This is an optimization exercise on Yosys and OpenROAD, whose aim is small area and a short achievable clock period, not a production implementation.

==> flow/design.v (excerpt) <==
module plastic_neuron (
    input wire clk,
    input wire rst,
    input wire [15:0] input_signal,
    input wire [15:0] feedback_error,
    input wire enable_learning,
    output wire [31:0] output_signal
);
For scale: roughly 8500 µm² of cells after synthesis.
clock: 7.0 ns
lec_check: 0
cap_margin: 5
core_margin: 2
core_utilization: 40
setup_slack_margin: 2.9
slew_margin: 5
synth_hierarchical: 1
standard.sh (not shown) runs the stock make flow with config.mk's settings and CLKGATE_MAP_FILE= SYNTH_SCRIPT=/design/flow/synth_recipe.tcl, a recipe that flattens the netlist after the stock synthesis.
==> flow/flow/run.sh <==
#!/bin/bash
# Layout flow: the standard flow (standard.sh) with the standard
# synthesis unchanged, and two changes to how the layout is made:
#  - the I/O port buffers are plain buf_2 cells (which repair_timing can
#    size) instead of the delay buffers buffer_ports picks on its own;
#  - clock tree synthesis builds from clkbuf_8 cells and adds no dummy loads.
# Each step logs to its own file in this folder.
set -euo pipefail
bash standard.sh synth > synth.log 2>&1
bash standard.sh BUFFER_PORTS_ARGS="-buffer_cell sky130_fd_sc_hd__buf_2" \
  CTS_ARGS="-sink_clustering_enable -repair_clock_nets -dont_use_dummy_load -buf_list sky130_fd_sc_hd__clkbuf_8" \
  finish > layout.log 2>&1
The first run went through all stages and came out clean.
Edit:
Settings changed: CORE_UTILIZATION 40 to 50, SETUP_SLACK_MARGIN 2.9 to 3.0.
Result:
- global-route usage is higher by 5.7 points
- design area grows by 1.7%
- sequential share of layout area shrinks by 0.37 points
- first-iteration DRC count rose by about 10%
- routed wire length goes up by about 6%
- worst hold slack is better by 0.0037 ns
- setup slack gets better by 0.024 ns
- register-to-register slack is better by 0.05 ns
- utilization is higher by 12 points
Edit:
==> flow/flow/run.sh (replaced) <==
#!/bin/bash
# Layout flow: the standard flow (standard.sh), with the standard
# synthesis unchanged, and the I/O port buffers made from the plain buffer
# family (buf_N) instead of the delay-buffer cells buffer_ports picks on its
# own, so that repair_timing can size them. Each step's output goes to its
# own log in this folder.
set -euo pipefail
bash standard.sh synth > synth.log 2>&1
bash standard.sh BUFFER_PORTS_ARGS="-buffer_cell sky130_fd_sc_hd__buf_2" finish > layout.log 2>&1
Settings changed: CAP_MARGIN 5 to 20, CORE_UTILIZATION 50 to 40, SLEW_MARGIN 5 to 20.
The new run went through all stages and came out clean.
Final cell count came out higher by a few percent.
Global-route usage fell by 5.4 points.
Routed wire length falls by a few percent.
Worst setup slack improves by 0.069 ns.
Synthesized area is unchanged.
Critical path depth does not change.
First-iteration DRC count came out lower by a few percent.
Edit:
Settings changed: SETUP_SLACK_MARGIN 3.0 to 3.4.
Effect:
- via count came out higher by a few percent
- maximum frequency climbs slightly
- area after synthesis is unchanged
- final cell count went up by a few percent
- core utilization goes up by 4.3 points
- routed wire length is higher by a few percent
- synthesized cell count is unchanged
Edit:
Settings changed: GPL_TIMING_DRIVEN set to 1, SETUP_SLACK_MARGIN 3.4 to 3.0.
Outcome:
- The new run finished clean
- non-clock buffer count decreases by 34
- utilization decreases by 4.3 points
- final cell count decreases by a few percent
- sequential share of layout area increases by 1.8 points
- global-route usage decreases by 0.25 points
- synthesized area is unchanged
- first-iteration DRC count increases by about a fifth
- worst setup slack loses 0.057 ns
Edit:
Settings changed: CAP_MARGIN 20 to 5, GPL_TIMING_DRIVEN 1 to unset, SLEW_MARGIN 20 to 5.
The changed run completed without violations.
Cell count is about the same.
Cell area came out lower by 0.45%.
Critical path depth went up by 5.
Count of clock-buffer cells in the layout stays the same.
No functional check of the RTL was part of any run of this note.

========
run A:
plastic_neuron again, from the RTL that the note above started with.
export LEC_CHECK = 0
export CAP_MARGIN = 20
export CORE_MARGIN = 2
export CORE_UTILIZATION = 40
export CTS_CLUSTER_DIAMETER = 200
export CTS_CLUSTER_SIZE = 30
export SETUP_SLACK_MARGIN = 3.0
export SLEW_MARGIN = 20
export SYNTH_HIERARCHICAL = 1
create_clock -name core_clock -period 7.0 [get_ports {clk}]
==> flow/flow/run.sh <==
#!/bin/bash
# Layout flow: the standard flow (standard.sh), with the standard
# synthesis unchanged, and the I/O port buffers made from the plain buffer
# family (buf_N) instead of the delay-buffer cells buffer_ports picks on its
# own, so that repair_timing can size them. Each step's output goes to its
# own log in this folder.
set -euo pipefail
bash standard.sh synth > synth.log 2>&1
bash standard.sh BUFFER_PORTS_ARGS="-buffer_cell sky130_fd_sc_hd__buf_2" finish > layout.log 2>&1
Run A | stages: all done | timing, DRC, antenna: all pass
What run B does differently from run A at the input level:
==> flow/flow/run.sh <==
#!/bin/bash
# Layout flow: the standard flow (standard.sh) with the standard
# synthesis unchanged; the I/O port buffers are plain buf_2 cells (sizeable
# by repair_timing) instead of the delay buffers buffer_ports picks, and an
# area-recovery pass runs after global routing. Each step logs to its own
# file in this folder.
set -euo pipefail
bash standard.sh synth > synth.log 2>&1
bash standard.sh BUFFER_PORTS_ARGS="-buffer_cell sky130_fd_sc_hd__buf_2" \
  POST_GLOBAL_ROUTE_TCL="$PWD/flow/post_grt.tcl" finish > layout.log 2>&1
==> flow/flow/post_grt.tcl (new file) <==
# Area recovery after global routing, keeping the setup margin the flow
# repaired to.
report_tns
report_wns
repair_timing -recover_power 100 -setup_margin 3.0 -verbose
report_tns
report_wns
--- a/flow/config.mk
+++ b/flow/config.mk
@@ -9,6 +9,4 @@
 export CORE_MARGIN = 2
 export CORE_UTILIZATION = 40
-export CTS_CLUSTER_DIAMETER = 200
-export CTS_CLUSTER_SIZE = 30
 export SETUP_SLACK_MARGIN = 3.0
 export SLEW_MARGIN = 20
## What came out
[run B] flow finished | final checks: failed | reasons: max-capacitance violations, max-slew violations
Between run B and run A, the share of final layout cell area taken by clock buffers and inverters does not differ in any meaningful way.
Looking at ratio of final minimum period to clock period, run B sits 17 points above run A.
Run B vs. run A: sequential share of cell area higher; fmax decreased by 61 MHz relative to the old numbers; design area fell by about 1.5%.
Min final core area utilization across run B and run A: run B
--- input diff run B..run C ---
==> flow/flow/run.sh <==
#!/bin/bash
# Layout flow: the standard flow (standard.sh), with the standard
# synthesis unchanged, and the I/O port buffers made from the plain buffer
# family (buf_N) instead of the delay-buffer cells buffer_ports picks on its
# own, so that repair_timing can size them. Each step's output goes to its
# own log in this folder.
set -euo pipefail
bash standard.sh synth > synth.log 2>&1
bash standard.sh BUFFER_PORTS_ARGS="-buffer_cell sky130_fd_sc_hd__buf_2" finish > layout.log 2>&1
--- a/flow/config.mk
+++ b/flow/config.mk
@@ -9,5 +9,5 @@
 export CORE_MARGIN = 2
 export CORE_UTILIZATION = 40
-export SETUP_SLACK_MARGIN = 3.0
+export SETUP_SLACK_MARGIN = 2.6
 export SLEW_MARGIN = 20
 export SYNTH_HIERARCHICAL = 1
removed: flow/flow/post_grt.tcl
==> comparison <==
- Run C has completed all stages; timing, DRC and antenna checks passed.
- Per the comparison of run C with run B, worst setup slack increased by 820 ps relative to the old numbers, clock skew after layout closely matched the old numbers, filler cell count in the final layout increased by 9 relative to the old numbers.
## Diff of input files: run D against run C
--- a/flow/config.mk
+++ b/flow/config.mk
@@ -9,5 +9,6 @@
 export CORE_MARGIN = 2
 export CORE_UTILIZATION = 40
-export SETUP_SLACK_MARGIN = 2.6
+export PLACE_DENSITY = 0.75
+export SETUP_SLACK_MARGIN = 3.0
 export SLEW_MARGIN = 20
 export SYNTH_HIERARCHICAL = 1
==> run summary <==
- met1 wire length was higher in run C than in run D.
- Between run C and run D, final worst-path setup slack increased.
- Detailed-route via count: run D vs run C up about 3%
- Run D vs run C, instance count: run D higher
No run of this note included a check of the RTL's function; only the layout flow was run.

========
## 08-20
Another version of the RTL of plastic_neuron (not shown whole).
For scale: roughly 980 cells after synthesis, ~77 flip-flops, about 67 I/O pins, about 9200 um2 of cells after synthesis.
// plastic_neuron
module plastic_neuron (
    input wire clk,
    input wire rst,
    input wire [15:0] input_signal,
    input wire [15:0] feedback_error,
    input wire enable_learning,
    output wire [31:0] output_signal
);
  reg [15:0] weight;
  wire learn = enable_learning & (|input_signal) & (|feedback_error);
  always @(posedge clk or posedge rst) begin
    if (rst) weight <= 16'd1000;
    else if (learn) weight <= weight + 16'd10;
  end
  wire one0 = weight[0] ^ 1'b0;
  wire two0 = (weight[1] & ~weight[0] & ~1'b0) | (~weight[1] & weight[0] & 1'b0);
  wire neg0 = weight[1];
  wire one1 = weight[2] ^ weight[1];
  wire two1 = (weight[3] & ~weight[2] & ~weight[1]) | (~weight[3] & weight[2] & weight[1]);
  wire neg1 = weight[3];
  wire one2 = weight[4] ^ weight[3];
  wire two2 = (weight[5] & ~weight[4] & ~weight[3]) | (~weight[5] & weight[4] & weight[3]);
  wire neg2 = weight[5];
  wire one3 = weight[6] ^ weight[5];
  wire two3 = (weight[7] & ~weight[6] & ~weight[5]) | (~weight[7] & weight[6] & weight[5]);
  wire neg3 = weight[7];
  wire one4 = weight[8] ^ weight[7];
  wire two4 = (weight[9] & ~weight[8] & ~weight[7]) | (~weight[9] & weight[8] & weight[7]);
  wire neg4 = weight[9];
  wire one5 = weight[10] ^ weight[9];
  wire two5 = (weight[11] & ~weight[10] & ~weight[9]) | (~weight[11] & weight[10] & weight[9]);
  ...
Settings: LEC_CHECK=0, CAP_MARGIN=20, CORE_MARGIN=2, CORE_UTILIZATION=40, SETUP_SLACK_MARGIN=3.0, SLEW_MARGIN=20, SYNTH_HIERARCHICAL=1; clock period 7.0 ns.
run.sh (not shown) runs the stock make flow with config.mk's settings and CLKGATE_MAP_FILE= SYNTH_SCRIPT=/design/flow/synth_recipe.tcl, a recipe that flattens the netlist after the stock synthesis.
Stock flow here: none of the scripts above is used.
#### Input delta (04-06 over 08-20)
==> flow/flow/run.sh (new file) <==
#!/bin/bash
# Layout flow: the standard flow (standard.sh), with the standard
# synthesis unchanged, and the I/O port buffers made from the plain buffer
# family (buf_N) instead of the delay-buffer cells buffer_ports picks on its
# own, so that repair_timing can size them. Each step's output goes to its
# own log in this folder.
set -euo pipefail
bash standard.sh synth > synth.log 2>&1
bash standard.sh BUFFER_PORTS_ARGS="-buffer_cell sky130_fd_sc_hd__buf_4" finish > layout.log 2>&1
==> flow/standard.sh (new file) <==
#!/bin/bash
# synth_recipe.tcl (not shown) runs the flow's synth.tcl, then flattens the netlist and writes it again
# the make line also repeats each setting of config.mk as NAME=value (left out here)
make -C /OpenROAD-flow-scripts/flow DESIGN_CONFIG=/design/flow/config.mk WORK_HOME=/design/flow/orfs CLKGATE_MAP_FILE= SYNTH_SCRIPT=/design/flow/synth_recipe.tcl "${@:-finish}"
removed: flow/run.sh
Findings:
- Comparing 04-06 and 08-20, the lower worst slew margin relative to its limit was measured on 08-20.
- From 08-20 to 04-06 the numbers moved as follows: final critical-path required period decreased by 0.079 ns relative to the old numbers; utilization fell by 2.1 points.
- 08-20 ended up with input pin to flip-flop as its type of the worst setup path; 04-06 ended up with flip-flop to flip-flop.
- In 04-06, the clock-buffer cell count came out 1 below the value in 08-20.
- Reported for 04-06 and 08-20, sequential cell count turned out identical to the last digit.
- Run comparison: 08-20 end point of the critical path cut_q[50]; 04-06 end point of the critical path cut_q[47]
- Total vias in the final route of 08-20 is on par with 04-06.
- Compared with 08-20, 04-06 shows worst hold slack after final layout higher by 0.0074 ns.
No functional check of the RTL was part of any run of this note.

## afterwards: timing with drivers on the ports
In the flow no input, the clock included, has a driving cell. The finished layouts below were timed again as built, in two steps. Step 1, drivers: a clkbuf_16 drives clk and a buf_2 each remaining input, both assumed. Step 2 moves the port delays by t, midway between the first and last clock arrival at a register: inputs arrive t later, outputs are due t later. That takes back most of the time a late clock gives input paths. Slacks: ideal ports / drivers / drivers and shift; pairs: ideal ports / drivers.
run | shift t [ns] | setup slack, ns | worst register clock-pin slew, ns | pins driven straight from the clock port
the first run of note 1 | 0.402 | 3.049 / 3.012 / 2.766 | 0.09 / 0.09 | 1
the second run of note 1 | 0.412 | 3.073 / 3.069 / 2.671 | 0.09 / 0.09 | 1
the third run of note 1 | 0.389 | 3.142 / 3.108 / 2.765 | 0.07 / 0.07 | 1
the fourth run of note 1 | 0.394 | 3.198 / 3.155 / 3.027 | 0.07 / 0.07 | 1
the fifth run of note 1 | 0.389 | 3.142 / 3.108 / 2.765 | 0.07 / 0.07 | 1
the sixth run of note 1 | 0.397 | 3.145 / 3.099 / 2.800 | 0.07 / 0.07 | 1
run A | 0.389 | 3.142 / 3.108 / 2.765 | 0.07 / 0.07 | 1
run B | 0.389 | 1.965 / 1.966 / 1.966 | 0.07 / 0.07 | 1
run C | 0.395 | 2.782 / 2.743 / 2.756 | 0.07 / 0.07 | 1
run D | 0.390 | 3.140 / 3.102 / 2.772 | 0.06 / 0.06 | 1
08-20 | 0.389 | 3.064 / 3.033 / 2.693 | 0.07 / 0.07 | 1
04-06 | 0.383 | 3.143 / 3.143 / 2.798 | 0.07 / 0.07 | 1
For the second run of note 1, which loses most, drivers alone change the setup slack by -0.004 ns; drivers and shift together by -0.402 ns.
